This is an optimization exercise on Yosys and OpenROAD, whose aim is small area and a short achievable clock period, not a production implementation.
At most, simulation tests tie the RTL to the original design; equivalence was not proved.
For run 1, only the layout was checked, not whether the RTL still works.

==> flow/design.v, too long to show whole: its modules and the start of the top module <==
// module Correlation_32: 1726 lines
// module corr32_fa: 4 lines
// module corr32_maj: 3 lines
// module corr32_aoi: 3 lines
// module corr32_oai: 3 lines
// module corr32_nand2: 3 lines
// module corr32_nand3: 3 lines
// module corr32_nand4: 3 lines
// module corr32_ha: 4 lines
module Correlation_32(
    input [31:0] Num_1,
    input [31:0] Num_2,
    input [31:0] Num_3,
    input [31:0] Num_4,
    input [31:0] Num_5,
    input [31:0] Num_6,
    input [31:0] Num_7,
    input [31:0] Num_8,
    input [31:0] Num_9,
    input [31:0] Num_10,
    input [31:0] Num_11,
    input [31:0] Num_12,
    input [31:0] Num_13,
    input [31:0] Num_14,
    input [31:0] Num_15,
    input [31:0] Num_16,
    input [31:0] Target_Num,
    input Clock,
    input Reset,
    output reg [3:0] Out_4
    );
  // ...
==> flow/flow/run.sh <==
#!/bin/bash
# Standard ORFS layout (the standard.sh), with the port buffers made from the
# smallest buffer cell, and timing repair aiming for 32.8 ns of setup slack.
set -euo pipefail
export BUFFER_PORTS_ARGS="-buffer_cell sky130_fd_sc_hd__buf_1"
export SETUP_SLACK_MARGIN=32.8
bash standard.sh > standard.log 2>&1
==> flow/standard.sh <==
#!/bin/bash
# synth_recipe.tcl (not shown) runs the flow's synth.tcl, then flattens the netlist and writes it again
# the make line also repeats each setting of config.mk as NAME=value (left out here)
make -C /OpenROAD-flow-scripts/flow DESIGN_CONFIG=/design/flow/config.mk WORK_HOME=/design/flow/orfs CLKGATE_MAP_FILE= SYNTH_SCRIPT=/design/flow/synth_recipe.tcl "${@:-finish}"
==> flow/config.mk <==
export PLATFORM = sky130hd
export DESIGN_NAME = Correlation_32
export DESIGN_NICKNAME = Correlation_32
export VERILOG_FILES = /design/flow/design.v
export SDC_FILE = /design/flow/constraint.sdc
export NUM_CORES = 4
export LEC_CHECK = 0
export CAP_MARGIN = 20
export CORE_MARGIN = 2
export CORE_UTILIZATION = 60
export CTS_BUF_LIST = sky130_fd_sc_hd__clkbuf_2
export SLEW_MARGIN = 20
export SYNTH_HIERARCHICAL = 1
export SYNTH_MINIMUM_KEEP_SIZE = 0
==> flow/constraint.sdc <==
create_clock -name core_clock -period 50.0 [get_ports {Clock}]
set_input_delay 10.0000 -clock core_clock [delete_from_list [all_inputs] [get_ports {Clock}]]
set_output_delay 10.0000 -clock core_clock [all_outputs]
set_load 0.01 [all_outputs]
==> results.txt, run 1 <==
max reg flops=4; HPWL Detailed=roughly 54000 um; kind of critical path=input pin to flop; Yosys top cell area share=0.4696; top flop regs=Out_4 x4; n_taps=~380; drt initial violations=~1200; CTS Hold Bufs=0; MaxCap Viol Count=0; status=finished clean; unrepaired setup endpoints after global routing=false; syn_area_per_cell=11.55 um^2; fin crit share=0.3410; Clock Root Buffer=clkbuf_2; Final WS setup=between 30 and 40 ns; GR peak layer=met2; largest family of logic cells by synthesized area=adder cells; Hold Vio Cnt, Final=0; crit-path max FO=16; CP Launch Point=Target_Num[9]; YS warnings=7; xor/xnor share of the synthesized area=0.2529; cell chain of the critical path=buf_2 > xor2_1 > fa_1 > fa_1 > ha_1 > fa_1 > fa_1 > fa_1 > ha_1 > inv_1 > maj3_2 > maj3_2 > maj3_2 > inv_1 > nand4_1 > nand4_1 > nand2b_1 > maj3_2 > maj3_2 > mux2_4 > nand2_1 > o22ai_1 > a221o_1; met3 WL=roughly 6900 um; Finished Layout Cells=between 2000 and 2500; global-route track usage on met2=0.7116; Synth Area in Adders=0.6251; die width=between 150 and 200 um; Mapped Cells=around 1500; Initial Utilization=0.6129; ranking of synthesized cells by area=fa_1 (47%), xor2_1 (25%), maj3_2 (9.9%); WL final=between 60000 and 70000 um; Place WS=32.32 ns; Non-clock buffers=549; Post-layout nets=approximately 3100; Post-Synth Simple-Gate Area=0.06661; most frequent cells after synthesis=xor2_1 (512), fa_1 (416), maj3_2 (156), nand4_1 (120), inv_1 (97)
==> run 2: changes to the inputs <==
--- a/flow/design.v
+++ b/flow/design.v
@@ -1625,94 +1625,76 @@
   wire q1_3_n34;
   corr32_nand4 u_q1_3_n34 (.a(q1_3_lt30), .b(q1_3_lt31), .c(q1_3_lt32), .d(d0[15][5]), .y(q1_3_n34));
   wire q1_3_n35;
   corr32_nand4 u_q1_3_n35 (.a(q1_3_n31), .b(q1_3_n32), .c(q1_3_n33), .d(q1_3_n34), .y(q1_3_n35));
   wire q1_3_v5 = q1_3_n35;
   wire i1_3_0 = q1_3_n2;
   wire i1_3_1 = q1_3_n5;
   wire [5:0] v1_3 = {q1_3_v5, q1_3_v4, q1_3_v3, q1_3_v2, q1_3_v1, q1_3_v0};
-  wire [5:0] m24_na = ~v1_0;
-  wire [3:1] m24_c;   
-  wire [6:4] m24_c0, m24_c1;   
-  assign m24_c[1] = v1_1[0] | m24_na[0];
-  corr32_maj u_m24_1 (.a(v1_1[1]), .b(m24_na[1]), .c(m24_c[1]), .y(m24_c[2]));
-  corr32_maj u_m24_2 (.a(v1_1[2]), .b(m24_na[2]), .c(m24_c[2]), .y(m24_c[3]));
-  assign m24_c0[4] = v1_1[3] & m24_na[3];
-  assign m24_c1[4] = v1_1[3] | m24_na[3];
-  corr32_maj u_m24_4_0 (.a(v1_1[4]), .b(m24_na[4]), .c(m24_c0[4]), .y(m24_c0[5]));
-  corr32_maj u_m24_4_1 (.a(v1_1[4]), .b(m24_na[4]), .c(m24_c1[4]), .y(m24_c1[5]));
-  corr32_maj u_m24_5_0 (.a(v1_1[5]), .b(m24_na[5]), .c(m24_c0[5]), .y(m24_c0[6]));
-  corr32_maj u_m24_5_1 (.a(v1_1[5]), .b(m24_na[5]), .c(m24_c1[5]), .y(m24_c1[6]));
-  wire q2_0_lt10 = ~(m24_c[3] ? m24_c1[6] : m24_c0[6]);
-  wire [5:0] m25_na = ~v1_0;
-  wire [3:1] m25_c;   
-  wire [6:4] m25_c0, m25_c1;   
-  assign m25_c[1] = v1_2[0] | m25_na[0];
-  corr32_maj u_m25_1 (.a(v1_2[1]), .b(m25_na[1]), .c(m25_c[1]), .y(m25_c[2]));
-  corr32_maj u_m25_2 (.a(v1_2[2]), .b(m25_na[2]), .c(m25_c[2]), .y(m25_c[3]));
-  assign m25_c0[4] = v1_2[3] & m25_na[3];
-  assign m25_c1[4] = v1_2[3] | m25_na[3];
-  corr32_maj u_m25_4_0 (.a(v1_2[4]), .b(m25_na[4]), .c(m25_c0[4]), .y(m25_c0[5]));
-  corr32_maj u_m25_4_1 (.a(v1_2[4]), .b(m25_na[4]), .c(m25_c1[4]), .y(m25_c1[5]));
-  corr32_maj u_m25_5_0 (.a(v1_2[5]), .b(m25_na[5]), .c(m25_c0[5]), .y(m25_c0[6]));
-  corr32_maj u_m25_5_1 (.a(v1_2[5]), .b(m25_na[5]), .c(m25_c1[5]), .y(m25_c1[6]));
-  wire q2_0_lt20 = ~(m25_c[3] ? m25_c1[6] : m25_c0[6]);
-  wire [5:0] m26_na = ~v1_1;
-  wire [3:1] m26_c;   
-  wire [6:4] m26_c0, m26_c1;   
-  assign m26_c[1] = v1_2[0] | m26_na[0];
-  corr32_maj u_m26_1 (.a(v1_2[1]), .b(m26_na[1]), .c(m26_c[1]), .y(m26_c[2]));
-  corr32_maj u_m26_2 (.a(v1_2[2]), .b(m26_na[2]), .c(m26_c[2]), .y(m26_c[3]));
-  assign m26_c0[4] = v1_2[3] & m26_na[3];
-  assign m26_c1[4] = v1_2[3] | m26_na[3];
-  corr32_maj u_m26_4_0 (.a(v1_2[4]), .b(m26_na[4]), .c(m26_c0[4]), .y(m26_c0[5]));
-  corr32_maj u_m26_4_1 (.a(v1_2[4]), .b(m26_na[4]), .c(m26_c1[4]), .y(m26_c1[5]));
-  corr32_maj u_m26_5_0 (.a(v1_2[5]), .b(m26_na[5]), .c(m26_c0[5]), .y(m26_c0[6]));
-  corr32_maj u_m26_5_1 (.a(v1_2[5]), .b(m26_na[5]), .c(m26_c1[5]), .y(m26_c1[6]));
-  wire q2_0_lt21 = ~(m26_c[3] ? m26_c1[6] : m26_c0[6]);
-  wire [5:0] m27_na = ~v1_0;
-  wire [3:1] m27_c;   
-  wire [6:4] m27_c0, m27_c1;   
-  assign m27_c[1] = v1_3[0] | m27_na[0];
-  corr32_maj u_m27_1 (.a(v1_3[1]), .b(m27_na[1]), .c(m27_c[1]), .y(m27_c[2]));
-  corr32_maj u_m27_2 (.a(v1_3[2]), .b(m27_na[2]), .c(m27_c[2]), .y(m27_c[3]));
-  assign m27_c0[4] = v1_3[3] & m27_na[3];
-  assign m27_c1[4] = v1_3[3] | m27_na[3];
-  corr32_maj u_m27_4_0 (.a(v1_3[4]), .b(m27_na[4]), .c(m27_c0[4]), .y(m27_c0[5]));
-  corr32_maj u_m27_4_1 (.a(v1_3[4]), .b(m27_na[4]), .c(m27_c1[4]), .y(m27_c1[5]));
-  corr32_maj u_m27_5_0 (.a(v1_3[5]), .b(m27_na[5]), .c(m27_c0[5]), .y(m27_c0[6]));
-  corr32_maj u_m27_5_1 (.a(v1_3[5]), .b(m27_na[5]), .c(m27_c1[5]), .y(m27_c1[6]));
-  wire q2_0_lt30 = ~(m27_c[3] ? m27_c1[6] : m27_c0[6]);
-  wire [5:0] m28_na = ~v1_1;
-  wire [3:1] m28_c;   
-  wire [6:4] m28_c0, m28_c1;   
-  assign m28_c[1] = v1_3[0] | m28_na[0];
-  corr32_maj u_m28_1 (.a(v1_3[1]), .b(m28_na[1]), .c(m28_c[1]), .y(m28_c[2]));
-  corr32_maj u_m28_2 (.a(v1_3[2]), .b(m28_na[2]), .c(m28_c[2]), .y(m28_c[3]));
-  assign m28_c0[4] = v1_3[3] & m28_na[3];
-  assign m28_c1[4] = v1_3[3] | m28_na[3];
-  corr32_maj u_m28_4_0 (.a(v1_3[4]), .b(m28_na[4]), .c(m28_c0[4]), .y(m28_c0[5]));
-  corr32_maj u_m28_4_1 (.a(v1_3[4]), .b(m28_na[4]), .c(m28_c1[4]), .y(m28_c1[5]));
-  corr32_maj u_m28_5_0 (.a(v1_3[5]), .b(m28_na[5]), .c(m28_c0[5]), .y(m28_c0[6]));
-  corr32_maj u_m28_5_1 (.a(v1_3[5]), .b(m28_na[5]), .c(m28_c1[5]), .y(m28_c1[6]));
-  wire q2_0_lt31 = ~(m28_c[3] ? m28_c1[6] : m28_c0[6]);
-  wire [5:0] m29_na = ~v1_2;
-  wire [3:1] m29_c;   
-  wire [6:4] m29_c0, m29_c1;   
-  assign m29_c[1] = v1_3[0] | m29_na[0];
-  corr32_maj u_m29_1 (.a(v1_3[1]), .b(m29_na[1]), .c(m29_c[1]), .y(m29_c[2]));
-  corr32_maj u_m29_2 (.a(v1_3[2]), .b(m29_na[2]), .c(m29_c[2]), .y(m29_c[3]));
-  assign m29_c0[4] = v1_3[3] & m29_na[3];
-  assign m29_c1[4] = v1_3[3] | m29_na[3];
-  corr32_maj u_m29_4_0 (.a(v1_3[4]), .b(m29_na[4]), .c(m29_c0[4]), .y(m29_c0[5]));
-  corr32_maj u_m29_4_1 (.a(v1_3[4]), .b(m29_na[4]), .c(m29_c1[4]), .y(m29_c1[5]));
-  corr32_maj u_m29_5_0 (.a(v1_3[5]), .b(m29_na[5]), .c(m29_c0[5]), .y(m29_c0[6]));
-  corr32_maj u_m29_5_1 (.a(v1_3[5]), .b(m29_na[5]), .c(m29_c1[5]), .y(m29_c1[6]));
-  wire q2_0_lt32 = ~(m29_c[3] ? m29_c1[6] : m29_c0[6]);
+  wire [5:0] m24_g = v1_1 & ~v1_0;
+  wire [5:0] m24_p = v1_1 | ~v1_0;
+  wire [6:1] m24_c;   
+  assign m24_c[1] = m24_p[0];
+  corr32_aoi u_m24_1 (.a(m24_p[1]), .b(m24_c[1]), .c(m24_g[1]), .y(m24_c[2]));
+  corr32_oai u_m24_2 (.a(~m24_p[2]), .b(m24_c[2]), .c(~m24_g[2]), .y(m24_c[3]));
+  corr32_aoi u_m24_3 (.a(m24_p[3]), .b(m24_c[3]), .c(m24_g[3]), .y(m24_c[4]));
+  corr32_oai u_m24_4 (.a(~m24_p[4]), .b(m24_c[4]), .c(~m24_g[4]), .y(m24_c[5]));
+  corr32_aoi u_m24_5 (.a(m24_p[5]), .b(m24_c[5]), .c(m24_g[5]), .y(m24_c[6]));
+  wire q2_0_lt10 = m24_c[6];
+  wire [5:0] m25_g = v1_2 & ~v1_0;
+  wire [5:0] m25_p = v1_2 | ~v1_0;
+  wire [6:1] m25_c;   
+  assign m25_c[1] = m25_p[0];
+  corr32_aoi u_m25_1 (.a(m25_p[1]), .b(m25_c[1]), .c(m25_g[1]), .y(m25_c[2]));
+  corr32_oai u_m25_2 (.a(~m25_p[2]), .b(m25_c[2]), .c(~m25_g[2]), .y(m25_c[3]));
+  corr32_aoi u_m25_3 (.a(m25_p[3]), .b(m25_c[3]), .c(m25_g[3]), .y(m25_c[4]));
+  corr32_oai u_m25_4 (.a(~m25_p[4]), .b(m25_c[4]), .c(~m25_g[4]), .y(m25_c[5]));
+  corr32_aoi u_m25_5 (.a(m25_p[5]), .b(m25_c[5]), .c(m25_g[5]), .y(m25_c[6]));
+  wire q2_0_lt20 = m25_c[6];
+  wire [5:0] m26_g = v1_2 & ~v1_1;
+  wire [5:0] m26_p = v1_2 | ~v1_1;
+  wire [6:1] m26_c;   
+  assign m26_c[1] = m26_p[0];
+  corr32_aoi u_m26_1 (.a(m26_p[1]), .b(m26_c[1]), .c(m26_g[1]), .y(m26_c[2]));
+  corr32_oai u_m26_2 (.a(~m26_p[2]), .b(m26_c[2]), .c(~m26_g[2]), .y(m26_c[3]));
+  corr32_aoi u_m26_3 (.a(m26_p[3]), .b(m26_c[3]), .c(m26_g[3]), .y(m26_c[4]));
+  corr32_oai u_m26_4 (.a(~m26_p[4]), .b(m26_c[4]), .c(~m26_g[4]), .y(m26_c[5]));
+  corr32_aoi u_m26_5 (.a(m26_p[5]), .b(m26_c[5]), .c(m26_g[5]), .y(m26_c[6]));
+  wire q2_0_lt21 = m26_c[6];
+  wire [5:0] m27_g = v1_3 & ~v1_0;
+  wire [5:0] m27_p = v1_3 | ~v1_0;
+  wire [6:1] m27_c;   
+  assign m27_c[1] = m27_p[0];
+  corr32_aoi u_m27_1 (.a(m27_p[1]), .b(m27_c[1]), .c(m27_g[1]), .y(m27_c[2]));
+  corr32_oai u_m27_2 (.a(~m27_p[2]), .b(m27_c[2]), .c(~m27_g[2]), .y(m27_c[3]));
+  corr32_aoi u_m27_3 (.a(m27_p[3]), .b(m27_c[3]), .c(m27_g[3]), .y(m27_c[4]));
+  corr32_oai u_m27_4 (.a(~m27_p[4]), .b(m27_c[4]), .c(~m27_g[4]), .y(m27_c[5]));
+  corr32_aoi u_m27_5 (.a(m27_p[5]), .b(m27_c[5]), .c(m27_g[5]), .y(m27_c[6]));
+  wire q2_0_lt30 = m27_c[6];
+  wire [5:0] m28_g = v1_3 & ~v1_1;
+  wire [5:0] m28_p = v1_3 | ~v1_1;
+  wire [6:1] m28_c;   
+  assign m28_c[1] = m28_p[0];
+  corr32_aoi u_m28_1 (.a(m28_p[1]), .b(m28_c[1]), .c(m28_g[1]), .y(m28_c[2]));
+  corr32_oai u_m28_2 (.a(~m28_p[2]), .b(m28_c[2]), .c(~m28_g[2]), .y(m28_c[3]));
+  corr32_aoi u_m28_3 (.a(m28_p[3]), .b(m28_c[3]), .c(m28_g[3]), .y(m28_c[4]));
+  corr32_oai u_m28_4 (.a(~m28_p[4]), .b(m28_c[4]), .c(~m28_g[4]), .y(m28_c[5]));
+  corr32_aoi u_m28_5 (.a(m28_p[5]), .b(m28_c[5]), .c(m28_g[5]), .y(m28_c[6]));
+  wire q2_0_lt31 = m28_c[6];
+  wire [5:0] m29_g = v1_3 & ~v1_2;
+  wire [5:0] m29_p = v1_3 | ~v1_2;
+  wire [6:1] m29_c;   
+  assign m29_c[1] = m29_p[0];
+  corr32_aoi u_m29_1 (.a(m29_p[1]), .b(m29_c[1]), .c(m29_g[1]), .y(m29_c[2]));
+  corr32_oai u_m29_2 (.a(~m29_p[2]), .b(m29_c[2]), .c(~m29_g[2]), .y(m29_c[3]));
+  corr32_aoi u_m29_3 (.a(m29_p[3]), .b(m29_c[3]), .c(m29_g[3]), .y(m29_c[4]));
+  corr32_oai u_m29_4 (.a(~m29_p[4]), .b(m29_c[4]), .c(~m29_g[4]), .y(m29_c[5]));
+  corr32_aoi u_m29_5 (.a(m29_p[5]), .b(m29_c[5]), .c(m29_g[5]), .y(m29_c[6]));
+  wire q2_0_lt32 = m29_c[6];
   wire q2_0_w0 = ~q2_0_lt10 & ~q2_0_lt20 & ~q2_0_lt30;
   wire q2_0_w1 = q2_0_lt10 & ~q2_0_lt21 & ~q2_0_lt31;
   wire q2_0_w2 = q2_0_lt20 & q2_0_lt21 & ~q2_0_lt32;
   wire q2_0_w3 = q2_0_lt30 & q2_0_lt31 & q2_0_lt32;
   wire i2_0_0 = (q2_0_w2 | q2_0_w3);
   wire i2_0_1 = (q2_0_w1 | q2_0_w3);
   wire i2_0_2 = ((q2_0_w0 & i1_0_0) | (q2_0_w1 & i1_1_0) | (q2_0_w2 & i1_2_0) | (q2_0_w3 & i1_3_0));
   wire i2_0_3 = ((q2_0_w0 & i1_0_1) | (q2_0_w1 & i1_1_1) | (q2_0_w2 & i1_2_1) | (q2_0_w3 & i1_3_1));
==> flow/flow/run.sh (replaced) <==
#!/bin/bash
# Standard ORFS layout (the standard.sh), with the port buffers made from the
# smallest buffer cell, and timing repair aiming for 33.2 ns of setup slack.
set -euo pipefail
export BUFFER_PORTS_ARGS="-buffer_cell sky130_fd_sc_hd__buf_1"
export SETUP_SLACK_MARGIN=33.2
bash standard.sh > standard.log 2>&1
==> run 2 against run 1 <==
Via count rose by 4.0%. Core utilization rose by 4.8 points. Synthesized area fell by 0.16%. Synthesized cell count rose by 1.4%. Global-route usage is 0.44 points higher. Final area rose by 6.6%.
==> results.txt, run 2 <==
largest net degree at the start of global routing=17; most frequent cells after synthesis=xor2_1 (512), fa_1 (416), maj3_2 (120), nand4_1 (120), inv_1 (85); antenna violations before repair=3; HPWL Detailed=53890 um (-0.78%); die height=175.8 um; layout cell share with drive strength beyond 1=0.1622; Synth async-reset ratio=1.000; Mapped Nets=2600; Overall Global Routing Usage=0.4449; Mapped Cells=1558 (+1.4%); die area=between 30000 and 40000 um^2; Placeable Area=between 20000 and 30000 um^2; most frequent cell on the critical path=fa_1; vias in the first global route=16740; CTS tree=yes; Post-DRT Antenna Nets=0; Slew @ Worst Pin=0.5766 ns; Post-Synth Simple-Gate Area=0.08240 (+0.01579); status=finished clean; H-Tree Level Count=1; worst endpoint required time=about 50 ns; Multi-input gate area=around 18000 um^2; crit-path max FO=16 (unchanged); kind of critical path=input pin to flop; clock tree buffer depth=2; crit-path max cell delay=about 0.60 ns; xor/xnor share of the synthesized area=0.2533 (+0.0003931); drt initial violations=1266 (+7.4%); most frequent cells in the layout=buf_1 (515), xor2_1 (429), fa_1 (404); Critical Path End Type=flop; layout overhead on the synthesized area=21.28%; DRC Markers=0; row cnt=62; Register Area=roughly 100 um^2; most common cell in the netlist=xor2_1; commonest non-fill, non-tap cell in the layout=buf_1; Clock transition at path regs=about 0.05 ns; Hold WC Path Type=input pin to async pin; worst rel slew slack=0.6156; Buffers & Inverters on Critical Path=1; count of filler cells inserted in the layout=a little under 2000; final hold slack=between 9 and 10 ns; CP Launch Point=Target_Num[14]; syn_area_per_cell=11.36 um^2 (-1.6%); top flop regs=Out_4 x4; Biggest register=Out_4; Yosys cell types=21; Hold Vio Cnt, Final=0 (unchanged); Cell Area, Synth=between 15000 and 20000 um^2; Data arrival, critical path=approximately 17 ns; Crit-path slowest cell=fa_1; Worst setup SP type=input pin; die width=175.8 um (about the same); drt first pass iters=8; max reg flops=4 (unchanged); register area share after synthesis=0.005653; unrepaired setup endpoints after global routing=false; compound-gate portion of the synthesized area=0.01484; I/O pin count=550; Routability Congestion=slightly below 1; # setup viols final=0; Synth area leader=fa_1; YS warnings=7 (unchanged); Synth Area in Adders=0.6032 (-0.02192); WL final=71660 um (+7.1%); EDFF count, synth=0; Post-layout nets=3115 (+1.5%); Clock Root Buffer=clkbuf_2; CTS Hold Bufs=0 (unchanged); fin crit share=0.3339 (-0.007100); ranking of synthesized cells by area=fa_1 (47%), xor2_1 (25%), maj3_2 (7.6%); Max Clk Rate=around 0.060 GHz; first-pass GRT wire length=around 100000 um; MaxCap Viol Count=0 (unchanged); cell chain of the critical path=buf_12 > xor2_2 > fa_1 > fa_1 > fa_1 > ha_1 > fa_1 > fa_1 > fa_1 > ha_1 > maj3_2 > maj3_2 > maj3_2 > nand4_1 > nand4_1 > nand2b_4 > a21oi_2 > o21ai_1 > a21oi_2 > o21ai_1 > a21oi_2 > nor2_2 > a32o_1 > a221o_1; largest family of logic cells by synthesized area=adder cells; Num CTS Buffers=3; post-synthesis register bit count=4; min Tclk post-route=16.69 ns; drt via density=6.151; Final WS setup=33.31 ns (+0.3550 ns); WP depth=24; grt ovf=0; Setup TNS=0 ns; Top FF cell, synth=dfrtp_1; Max Slew Vio Count=0; WL/cell=approximately 29 um; mux contribution to synthesized area=0; CTS Sinks=4; crit-path leading delay family=adder cells; # port buffers=between 500 and 600; Place WS=32.52 ns (+0.1986 ns); Yosys top cell area share=0.4704 (+0.0007301); via count=15130; Initial Utilization=0.6136 (+0.0006936); Critical path destination=Out_4[0]
-- run 2: final cells by class --
class                      instances  share of cell area
inverter                          85             0.01573
timing repair buffer             574              0.1261
antenna                            4           0.0004661
sequential                         4            0.004661
multi-input combinational       1405              0.8299
tap                              384             0.02237
clock buffer                       3           0.0006992
-- run 2: timing repair --
action | in CTS | in global routing
pin swaps | 2 | 51
setup buffers | 0 | 21
setup endpoints to repair | 4 | 4
hold endpoints to repair | 0 | 0
resized for setup | 53 | 216
cloned | 0 | 1
-- run 2: per-layer routing --
layer	wire, um	global-route usage	up-vias
met3	7697	0.1087	388
met4	7732	0.3543	0
met1	23580	0.5131	7500
li1	-	-	5999
met2	32660	0.7110	1239
met5	0	0	-
-- run 2: per-module statistics from Yosys (local to each module, per instance) --
module          cell area, um^2  cells inside  copies in the design
corr32_nand4              6.256             1                   120
corr32_fa                 20.02             1                   416
corr32_nand3              5.005             1                    16
Correlation_32             5947           768                     1
corr32_nand2              3.754             1                     8
corr32_maj                11.26             1                   120
corr32_oai                5.005             1                    12
corr32_ha                 12.51             1                    80
corr32_aoi                8.758             1                    18
-- run 2: per-stage QoR --
step	std cells	utilization	instance area, um^2
after floorplan	1558	-	17710
after global placement	2430	0.6899	19910
after detailed placement	2430	0.6899	19910
after CTS	2433	0.6987	20160
after global routing	2458	0.7441	21470
final	2459	0.7441	21470
-- run 2: logic make-up (layout without fill, tap and decap cells) --
| family | after synthesis | after routing |
|---|---|---|
| AOI/OAI and AO/OA | 35 | 35 |
| xor gates and xnor gates | 512 | 512 |
| adders and majority gates | 616 | 616 |
| buffers and inverters | 149 | 662 |
| DFF | 4 | 4 |
| other | 0 | 4 |
| and+or+nand+nor | 242 | 242 |
-- run 2: worst min path at each step --
stage / from / end / slack, ns / cells after the start
after floorplan: Reset / Out_4[0] / 9.77 / 1
after global placement: Reset / Out_4[2] / 9.89 / 2
after detailed placement: Reset / Out_4[2] / 9.88 / 2
after CTS: Reset / Out_4[0] / 9.65 / 2
after global routing: Reset / Out_4[2] / 9.66 / 2
final: Reset / Out_4[2] / 9.65 / 2
==> run 3: changes to the inputs <==
==> flow/flow/run.sh (replaced) <==
#!/bin/bash
# Standard ORFS layout (the standard.sh), with the port buffers made from the
# smallest buffer cell, and timing repair aiming for 32.7 ns of setup slack.
set -euo pipefail
export BUFFER_PORTS_ARGS="-buffer_cell sky130_fd_sc_hd__buf_1"
export SETUP_SLACK_MARGIN=32.7
bash standard.sh > standard.log 2>&1
==> run 3 against run 2 <==
Routed wire length shrank 6.4%. Maximum frequency shrank 2.0%. Die area is the same. Critical path depth grew 2. Count of clock-buffer cells in the layout is the same. Via count shrank 2.9%. Final area shrank 6.8%. Global-route usage shrank 0.40 points. Non-clock buffer count shrank 22. Hold slack is essentially flat.
==> results.txt, run 3 <==
status=finished clean; Max Clk Rate=0.05870 GHz (-2.0%); Post-DRT Antenna Nets=0 (unchanged); MaxCap Viol Count=0 (unchanged); first-pass GRT wire length=98160 um (-0.89%); CP Launch Point=Target_Num[10]; min Tclk post-route=17.04 ns (+0.3427 ns); cell area after layout=20020 um^2 (-6.8%); unrepaired setup endpoints after global routing=false; Yosys cell types=21 (unchanged); worst rel slew slack=0.3033 (-0.3123); HPWL Detailed=53890 um (unchanged); commonest non-fill, non-tap cell in the layout=buf_1; drt via density=6.026 (-2.0%); routing usage on met3=0.1082 (-0.0004329); Top FF cell, synth=dfrtp_1; Slew @ Worst Pin=1.045 ns (+0.4685 ns); Yosys top cell area share=0.4704 (unchanged); worst endpoint required time=50.10 ns (about the same); Post-layout nets=3093 (-0.71%); fin util=0.6936 (-0.05051); mux contribution to synthesized area=0 (unchanged); largest family of logic cells by synthesized area=adder cells; WL/cell=27.51 um (-5.6%); Setup TNS=0 ns (unchanged); top flop regs=Out_4 x4; Hold WC Path Type=input pin to async pin; Biggest register=Out_4; clock tree buffer depth=2 (unchanged); Max Slew Vio Count=0 (unchanged); GR peak layer=met2; via count=14690 (-2.9%); most frequent cells in the layout=buf_1 (517), xor2_1 (511), fa_1 (416); CTS Sinks=4 (unchanged); placed instance count=2430 (unchanged); CTS tree=yes; # port buffers=549 (unchanged); Clock transition at path regs=0.05 ns (about the same); Synth area leader=fa_1; Clock Root Buffer=clkbuf_2; register area share after synthesis=0.005653 (unchanged); most common cell in the netlist=xor2_1; most frequent cells after synthesis=xor2_1 (512), fa_1 (416), maj3_2 (120), nand4_1 (120), inv_1 (85); drt first pass iters=5 (-3); xor/xnor share of the synthesized area=0.2533 (unchanged); grt met1 use=0.5082 (-0.004851); die area=30900 um^2 (unchanged); WL final=67040 um (-6.4%); Cell Area, Synth=17710 um^2 (unchanged); layout overhead on the synthesized area=13.05%; Post-Synth Simple-Gate Area=0.08240 (unchanged); DRC Markers=0 (unchanged); Hold Vio Cnt, Final=0 (unchanged); Placeable Area=28860 um^2 (unchanged); Initial Utilization=0.6136 (unchanged); count of filler cells inserted in the layout=2215 (+12%); post-CTS setup buffers=0 (unchanged); placed instance area=19910 um^2 (unchanged); Worst setup SP type=input pin; ranking of synthesized cells by area=fa_1 (47%), xor2_1 (25%), maj3_2 (7.6%); max reg flops=4 (unchanged); fin crit share=0.3407 (+0.006854); kind of critical path=input pin to flop; Synth Area in Adders=0.6032 (unchanged); crit-path max FO=16 (unchanged); H-Tree Level Count=1 (unchanged); YS warnings=7 (unchanged); Overall Global Routing Usage=0.4409 (-0.004021); Data arrival, critical path=17.13 ns (+0.34 ns); global-route track usage on met2=0.7023 (-0.008694); Finished Layout Cells=2437 (-0.89%); Mapped Cells=1558 (unchanged); drt initial violations=1279 (+1.0%); largest net degree at the start of global routing=17 (unchanged); row cnt=62 (unchanged); Routability Congestion=0.9662 (unchanged); antenna violations before repair=3 (unchanged); Num CTS Buffers=3 (unchanged); # setup viols final=0 (unchanged); Critical Path End Type=flop; compound-gate portion of the synthesized area=0.01484 (unchanged); Mapped Nets=2600 (unchanged); vias in the first global route=16650 (-0.51%); grt ovf=0 (unchanged); layout cell share with drive strength beyond 1=0.08638 (-0.07586); syn_area_per_cell=11.36 um^2 (unchanged); Synth async-reset ratio=1.000 (unchanged); post-synthesis register bit count=4 (unchanged); I/O pin count=550 (unchanged); die height=175.8 um (unchanged); die width=175.8 um (unchanged); EDFF count, synth=0 (unchanged)
==> run 3: cell count changes in the layout (fill, tap and decap cells not counted), sizes merged <==
| cell | change |
|---|---|
| buf | -40 |
| clkinvlp | -1 |
| inv | +1 |
| clkbuf | +18 |
==> run 3: area by class of cell <==
class	instances	area, um^2	area share
flip-flops and latches	4	100.1	0.005001
multi-input cells	1405	16890	0.8440
clock buffers	3	15.01	0.0007501
well taps	384	480.5	0.02400
diodes	4	10.01	0.0005001
inverters	85	319.1	0.01594
repair buffers	552	2198	0.1098
==> run 3: logic make-up (layout without fill, tap and decap cells) <==
logic type / after synthesis / after routing
buffers and inverters: 149 / 640
other: 0 / 4
XOR/XNOR: 512 / 512
adder cells (fa/ha/maj): 616 / 616
flip-flops: 4 / 4
AO/OA/AOI/OAI: 35 / 35
AND/OR/NAND/NOR: 242 / 242
==> run 3: modules after synthesis, one instance, submodules excluded <==
module          times used  flip-flops and latches  cells
Correlation_32           1                       4    768
corr32_fa              416                       0      1
corr32_ha               80                       0      1
corr32_maj             120                       0      1
corr32_aoi              18                       0      1
corr32_nand4           120                       0      1
corr32_nand3            16                       0      1
corr32_oai              12                       0      1
corr32_nand2             8                       0      1
==> run 3: final timing paths <==
| check | end | slack, ns | depth (start not counted) |
|---|---|---|---|
| max | Out_4[0] | 32.96 | 26 |
| min | Out_4[2] | 9.65 | 2 |
| max in group asynchronous | Out_4[0] | 40.17 | 2 |
| min in group core_clock | Out_4[2] | 10.68 | 1 |
==> run 3: critical path: stages <==
cell and delay (ns):
clkbuf_4 0.44, xor2_1 0.30, fa_1 0.48, fa_1 0.48
fa_1 0.51, ha_1 0.21, fa_1 0.38, fa_1 0.39
fa_1 0.45, ha_1 0.37, inv_1 0.09, maj3_2 0.32
maj3_2 0.31, maj3_2 0.38, inv_1 0.21, nand4_1 0.14
nand4_1 0.26, nor2b_1 0.20, a21oi_2 0.04, o21ai_1 0.16
a21oi_2 0.07, o21ai_1 0.16, a21oi_2 0.09, and3_1 0.21
a32o_1 0.21, a221o_1 0.25
==> run 3: stage by stage <==
step / hold slack (ns) / worst slack (ns)
after floorplan: 9.766 / 33.45
after global routing: 9.663 / 32.71
after detailed placement: 9.883 / 32.52
final: 9.654 / 32.96
after CTS: 9.651 / 32.74
after global placement: 9.887 / 32.61
==> run 3: per-layer routing <==
layer / part of all wire / vias up
met5: 0 / -
met4: 0.098 / 0
met3: 0.10 / 331
met2: 0.46 / 1120
met1: 0.34 / 7208
li1: - / 6027
==> run 3: timing repair <==
action	CTS	global route
setup endpoints to repair	0	3
resized for setup	0	63
hold buffers	0	0
==> run 4: changes to the inputs <==
==> flow/flow/run.sh (replaced) <==
#!/bin/bash
# Standard ORFS layout (the standard.sh), with the port buffers made from the
# smallest buffer cell, and timing repair aiming for 32.9 ns of setup slack.
set -euo pipefail
export BUFFER_PORTS_ARGS="-buffer_cell sky130_fd_sc_hd__buf_1"
export SETUP_SLACK_MARGIN=32.9
bash standard.sh > standard.log 2>&1
==> run 4 against run 3 <==
Still clean on timing, DRC and antenna. Synthesized cell count is the same. Setup slack gained 0.17 ns. Non-clock buffer count is the same. Critical path type unchanged. Largest cell class unchanged. Highest routed layer unchanged.
==> results.txt, run 4 <==
# setup viols final=0 (unchanged); EDFF count, synth=0 (unchanged); status=finished clean; drt initial violations=1075 (-16%); HPWL Detailed=53890 um (unchanged); Max Clk Rate=0.05930 GHz (+1.0%); post-synthesis register bit count=4 (unchanged); Place WS=32.52 ns (unchanged); # port buffers=549 (unchanged); most common cell in the netlist=xor2_1; die width=175.8 um (unchanged); I/O pin count=550 (unchanged); YS warnings=7 (unchanged); Mapped Nets=2600 (unchanged); MaxCap Viol Count=0 (unchanged); WL final=67310 um (+0.40%); Biggest register=Out_4; Clock Root Buffer=clkbuf_2; drt first pass iters=5 (unchanged); CP Launch Point=Target_Num[19]; Cell Area, Synth=17710 um^2 (unchanged); commonest non-fill, non-tap cell in the layout=buf_1; Critical Path End Type=flop; crit-path max FO=16 (unchanged); Post-layout nets=3093 (unchanged); Num CTS Buffers=3 (unchanged); Overall Global Routing Usage=0.4402 (-0.0006935); Hold WC Path Type=input pin to async pin; kind of critical path=input pin to flop; Setup TNS=0 ns (unchanged); grt ovf=0 (unchanged); Max Slew Vio Count=0 (unchanged); Post-DRT Antenna Nets=0 (unchanged); CTS Sinks=4 (unchanged); register area share after synthesis=0.005653 (unchanged); via count=14600 (-0.61%); drt via density=5.987 (-0.65%); CTS Hold Bufs=0 (unchanged); DRC Markers=0 (unchanged); CTS tree=yes; worst endpoint required time=50.10 ns (about the same); row cnt=62 (unchanged); Synth area leader=fa_1; Yosys top cell area share=0.4704 (unchanged); WL/cell=27.61 um (+0.36%); Clock transition at path regs=0.05 ns (about the same); clock tree buffer depth=2 (unchanged); Hold Vio Cnt, Final=0 (unchanged); H-Tree Level Count=1 (unchanged); max reg flops=4 (unchanged); vias in the first global route=16640 (-0.054%); first-pass GRT wire length=98120 um (about the same); Initial Utilization=0.6136 (unchanged); Worst setup SP type=input pin; fin crit share=0.3373 (-0.003490); antenna violations before repair=5 (+2); syn_area_per_cell=11.36 um^2 (unchanged); layout cell share with drive strength beyond 1=0.08931 (+0.002928); Data arrival, critical path=16.96 ns (-0.17 ns); ranking of synthesized cells by area=fa_1 (47%), xor2_1 (25%), maj3_2 (7.6%); Routability Congestion=0.9662 (unchanged); Slew @ Worst Pin=1.010 ns (-0.03519 ns); count of filler cells inserted in the layout=2184 (-1.4%); largest net degree at the start of global routing=17 (unchanged); Final WS setup=33.14 ns (+0.1745 ns); die area=30900 um^2 (unchanged); worst rel slew slack=0.3267 (+0.02346); layout overhead on the synthesized area=13.70%; Placeable Area=28860 um^2 (unchanged); top flop regs=Out_4 x4; most frequent cells in the layout=buf_1 (517), xor2_1 (508), fa_1 (416); Synth async-reset ratio=1.000 (unchanged); most frequent cells after synthesis=xor2_1 (512), fa_1 (416), maj3_2 (120), nand4_1 (120), inv_1 (85); Yosys cell types=21 (unchanged); die height=175.8 um (unchanged); Top FF cell, synth=dfrtp_1; Mapped Cells=1558 (unchanged); min Tclk post-route=16.86 ns (-0.1745 ns); unrepaired setup endpoints after global routing=false
## run 4: per-layer routing
| layer | global-route usage | part of all wire |
|---|---|---|
| met5 | 0 | 0 |
| met4 | 0.3468 | 0.10 |
| met3 | 0.1045 | 0.10 |
| met2 | 0.7057 | 0.46 |
| met1 | 0.5092 | 0.33 |
## run 4: final timing paths
kind | endpoint | slack [ns] | depth (start not counted)
max | Out_4[0] | 33.14 | 26
max in group asynchronous | Out_4[0] | 40.17 | 2
min in group core_clock | Out_4[2] | 10.69 | 1
min | Out_4[2] | 9.65 | 2
## run 4: worst max-delay path, stage by stage
cell and delay (ns):
buf_6 0.27, xor2_1 0.30, fa_1 0.49, fa_1 0.53, fa_1 0.45, ha_1 0.21, fa_1 0.38, fa_1 0.39
fa_1 0.45, ha_1 0.37, inv_1 0.09, maj3_2 0.32, maj3_2 0.31, maj3_2 0.38, inv_1 0.19, nand4_1 0.12
nand4_1 0.24, nor2b_1 0.20, a21oi_2 0.04, o21ai_1 0.16, a21oi_2 0.07, o21ai_1 0.16, a21oi_2 0.09, and3_1 0.21
a32o_1 0.22, a221o_1 0.25
## run 4: per-module statistics from Yosys, one instance, submodules excluded, a selection
| module | flip-flops and latches | copies in the design | area [um^2] |
|---|---|---|---|
| Correlation_32 | 4 | 1 | 5947 |
| corr32_fa | 0 | 416 | 20.02 |
| corr32_ha | 0 | 80 | 12.51 |
| corr32_maj | 0 | 120 | 11.26 |
| corr32_nand4 | 0 | 120 | 6.256 |
| corr32_oai | 0 | 12 | 5.005 |
## run 4: kinds of logic after synthesis
family / Yosys count / share of synthesized area
AND/OR/NAND/NOR: 242 / 0.08240
XOR/XNOR: 512 / 0.2533
flip-flops: 4 / 0.005654
adder cells (fa/ha/maj): 616 / 0.6032
AO/OA/AOI/OAI: 35 / 0.01484
buffers and inverters: 149 / 0.04063
## run 4: metrics by stage
stage | hold slack, ns | util | instance area, um^2 | std cells
floorplan | 9.766 | - | 17710 | 1558
global placement | 9.887 | 0.6899 | 19910 | 2430
detailed placement | 9.883 | 0.6899 | 19910 | 2430
CTS | 9.651 | 0.6929 | 19990 | 2433
global route | 9.663 | 0.6976 | 20130 | 2438
finish | 9.652 | 0.6976 | 20130 | 2438
## run 4: what timing repair did
action | 4_1_cts | 5_1_grt
pin swaps | 0 | 1
endpoints found under the setup margin | 2 | 3
resized for setup | 24 | 67
setup buffers | 0 | 0
## run 4: area by class of cell
cell class / instances / area (um^2) / area share
multi-input combinational: 1405 / 16920 / 0.8403
clock buffer: 3 / 15.01 / 0.0007458
sequential: 4 / 100.1 / 0.004972
timing repair buffer: 552 / 2285 / 0.1135
antenna: 5 / 12.51 / 0.0006215
inverter: 85 / 322.8 / 0.01603
tap: 384 / 480.5 / 0.02387
==> run 5: changes to the inputs <==
--- a/flow/config.mk
+++ b/flow/config.mk
@@ -7,7 +7,7 @@
 export LEC_CHECK = 0
 export CAP_MARGIN = 20
 export CORE_MARGIN = 2
-export CORE_UTILIZATION = 60
+export CORE_UTILIZATION = 55
 export CTS_BUF_LIST = sky130_fd_sc_hd__clkbuf_2
 export SLEW_MARGIN = 20
 export SYNTH_HIERARCHICAL = 1
==> run 5 against run 4 <==
Still clean on timing, DRC and antenna. Global-route usage fell by 3.1 points. Hold slack improved by 0.0019 ns. Setup slack got worse by 0.013 ns.
==> results.txt, run 5 <==
status=finished clean; Place WS=32.56 ns (+0.04320 ns); Data arrival, critical path=16.97 ns (about the same); die width=183.4 um (+4.3%); most frequent cell on the critical path=fa_1; layout overhead on the synthesized area=13.72% (about the same); WL/cell=27.42 um (-0.67%); DRC Markers=0 (unchanged); via count=14180 (-2.8%); # setup viols final=0 (unchanged); post-synthesis register bit count=4 (unchanged); die area=33640 um^2 (+8.9%); commonest non-fill, non-tap cell in the layout=buf_1; PostCTS Resize Cnt=13 (-46%); Max Slew Vio Count=0 (unchanged); CTS Sinks=4 (unchanged); CP Launch Point=Target_Num[5]; drt initial violations=842 (-22%); Buffers & Inverters on Critical Path=3 (unchanged); antenna violations before repair=11 (+6); Initial Utilization=0.5597 (-0.05389); final hold slack=9.654 ns (+0.001880 ns); count of filler cells inserted in the layout=2672 (+22%); register area share after synthesis=0.005653 (unchanged); clock tree buffer depth=2 (unchanged); Multi-input gate area=16910 um^2 (about the same); Yosys top cell area share=0.4704 (unchanged); Overall Global Routing Usage=0.4088 (-0.03135); die height=183.4 um (+4.3%); most common cell in the netlist=xor2_1; largest net degree at the start of global routing=17 (unchanged); grt met1 use=0.4755 (-0.03366); EDFF count, synth=0 (unchanged); Post-layout nets=3090 (-0.097%); max reg flops=4 (unchanged); Max Clk Rate=0.05926 GHz (about the same); HPWL Detailed=55410 um (+2.8%); grt ovf=0 (unchanged); CTS tree=yes; top flop regs=Out_4 x4; kind of critical path=input pin to flop; Mapped Nets=2600 (unchanged); WL final=67470 um (+0.23%); drt via density=5.765 (-3.7%); MaxCap Viol Count=0 (unchanged); worst endpoint required time=50.10 ns (about the same); first-pass GRT wire length=98030 um (about the same); Worst setup SP type=input pin; Synth async-reset ratio=1.000 (unchanged); Clock Root Buffer=clkbuf_2; Cell Area, Synth=17710 um^2 (unchanged); global-route track usage on met2=0.6780 (-0.02767); I/O pin count=550 (unchanged); Yosys cell types=21 (unchanged); Routability Congestion=1.013 (+4.8%); min Tclk post-route=16.88 ns (+0.01280 ns); Mapped Cells=1558 (unchanged); ranking of synthesized cells by area=fa_1 (47%), xor2_1 (25%), maj3_2 (7.6%); Final WS setup=33.12 ns (-0.01280 ns); Placeable Area=31640 um^2 (+9.6%); Critical Path End Type=flop; Hold Vio Cnt, Final=0 (unchanged); drt first pass iters=7 (+2); Top FF cell, synth=dfrtp_1; Setup TNS=0 ns (unchanged); Clock transition at path regs=0.08 ns (+0.03 ns); most frequent cells in the layout=buf_1 (517), xor2_1 (509), fa_1 (416); Num CTS Buffers=3 (unchanged); row cnt=65 (+4.8%); CTS Hold Bufs=0 (unchanged); Biggest register=Out_4; crit-path leading delay family=adder cells; Hold WC Path Type=input pin to async pin; vias in the first global route=16030 (-3.7%); routing usage on met3=0.07607 (-0.02848); post-CTS setup buffers=0 (unchanged); YS warnings=7 (unchanged); unrepaired setup endpoints after global routing=false; crit-path max FO=16 (unchanged); worst rel slew slack=0.3690 (+0.04227); Slew @ Worst Pin=0.9465 ns (-0.06341 ns); layout cell share with drive strength beyond 1=0.08602 (-0.003290); crit-path max cell delay=0.51 ns (-0.02 ns); syn_area_per_cell=11.36 um^2 (unchanged); Crit-path slowest cell=fa_1; Register Area=100.1 um^2 (unchanged); H-Tree Level Count=1 (unchanged); # port buffers=549 (unchanged); Post-DRT Antenna Nets=0 (unchanged); Synth area leader=fa_1; fin crit share=0.3375 (about the same); most frequent cells after synthesis=xor2_1 (512), fa_1 (416), maj3_2 (120), nand4_1 (120), inv_1 (85); GR peak layer=met2
==> run 5: cell counts after synthesis <==
Identical to the previous run, type by type.
==> run 5: layout make-up <==
cell class                 instances  share of cell area
tap                              402             0.02498
antenna                           12            0.001491
multi-input combinational       1405              0.8398
clock buffer                       3           0.0007457
inverter                          85             0.01585
timing repair buffer             549              0.1122
sequential                         4            0.004971
==> run 5: cells by family (layout without fill, tap and decap cells) <==
| logic type | after synthesis | count (layout) | share of synthesized area |
|---|---|---|---|
| buffers and inverters | 149 | 637 | 0.04063 |
| AND/OR/NAND/NOR | 242 | 242 | 0.08240 |
| AO/OA/AOI/OAI | 35 | 35 | 0.01484 |
| XOR/XNOR | 512 | 512 | 0.2533 |
| other | 0 | 12 | 0 |
| adder cells (fa/ha/maj) | 616 | 616 | 0.6032 |
| flip-flops | 4 | 4 | 0.005654 |
==> run 5: final timing paths <==
path / end / slack [ns] / cells after the start
setup / recovery: Out_4[1] / 33.12 / 25
hold / removal: Out_4[2] / 9.65 / 2
max in group asynchronous: Out_4[0] / 40.12 / 2
min in group core_clock: Out_4[2] / 10.71 / 1
==> run 5: Yosys stat by module, one instance, submodules excluded <==
module          area [um^2]  copies in the design  flops+latches  cells
Correlation_32         5947                     1              4    768
corr32_fa             20.02                   416              0      1
corr32_ha             12.51                    80              0      1
corr32_maj            11.26                   120              0      1
corr32_aoi            8.758                    18              0      1
corr32_nand4          6.256                   120              0      1
corr32_nand3          5.005                    16              0      1
corr32_oai            5.005                    12              0      1
corr32_nand2          3.754                     8              0      1
==> run 5: through the flow <==
stage,cell area [um^2],instances,util
3_3_place_gp,19910,2445,0.6293
6_report,20130,2460,0.6364
4_1_cts,19960,2448,0.6308
5_1_grt,20130,2459,0.6363
2_1_floorplan,17710,1558,-
3_5_place_dp,19910,2445,0.6293
==> run 5: layer usage <==
| layer | vias to the layer above | wire length, um |
|---|---|---|
| met3 | 225 | 5485 |
| met5 | - | 0 |
| met2 | 849 | 32800 |
| li1 | 6030 | - |
| met4 | 0 | 5587 |
| met1 | 7078 | 23600 |

## what the ideal ports hide
In the flow no input, the clock included, has a driving cell. The finished layouts below were timed again as built, in two steps. Step 1: set_driving_cell puts a clkbuf_16 on Clock and a buf_2 on each other input, an assumption about the parent block. Step 2 moves the port delays by t, midway between the first and last clock arrival at a register: inputs arrive t later, outputs are due t later. That takes back most of the time a late clock gives input paths. a / b / c = no drivers / after step 1 / after step 2; a / b = the first two.
run	t (ns)	slack for setup (ns)	worst data-port slew with drivers (ns)
run 1	0.233	32.950 / 32.947 / 32.714	0.13
run 2	0.237	33.306 / 33.248 / 33.011	0.20
run 3	0.235	32.963 / 32.959 / 32.724	0.15
run 4	0.236	33.137 / 33.106 / 32.870	0.14
run 5	0.246	33.125 / 33.116 / 32.869	0.14
After both steps setup and hold are still met in every run listed. The setup slack of run 2, which loses most, moves by -0.058 ns with the drivers and by -0.295 ns with both steps.
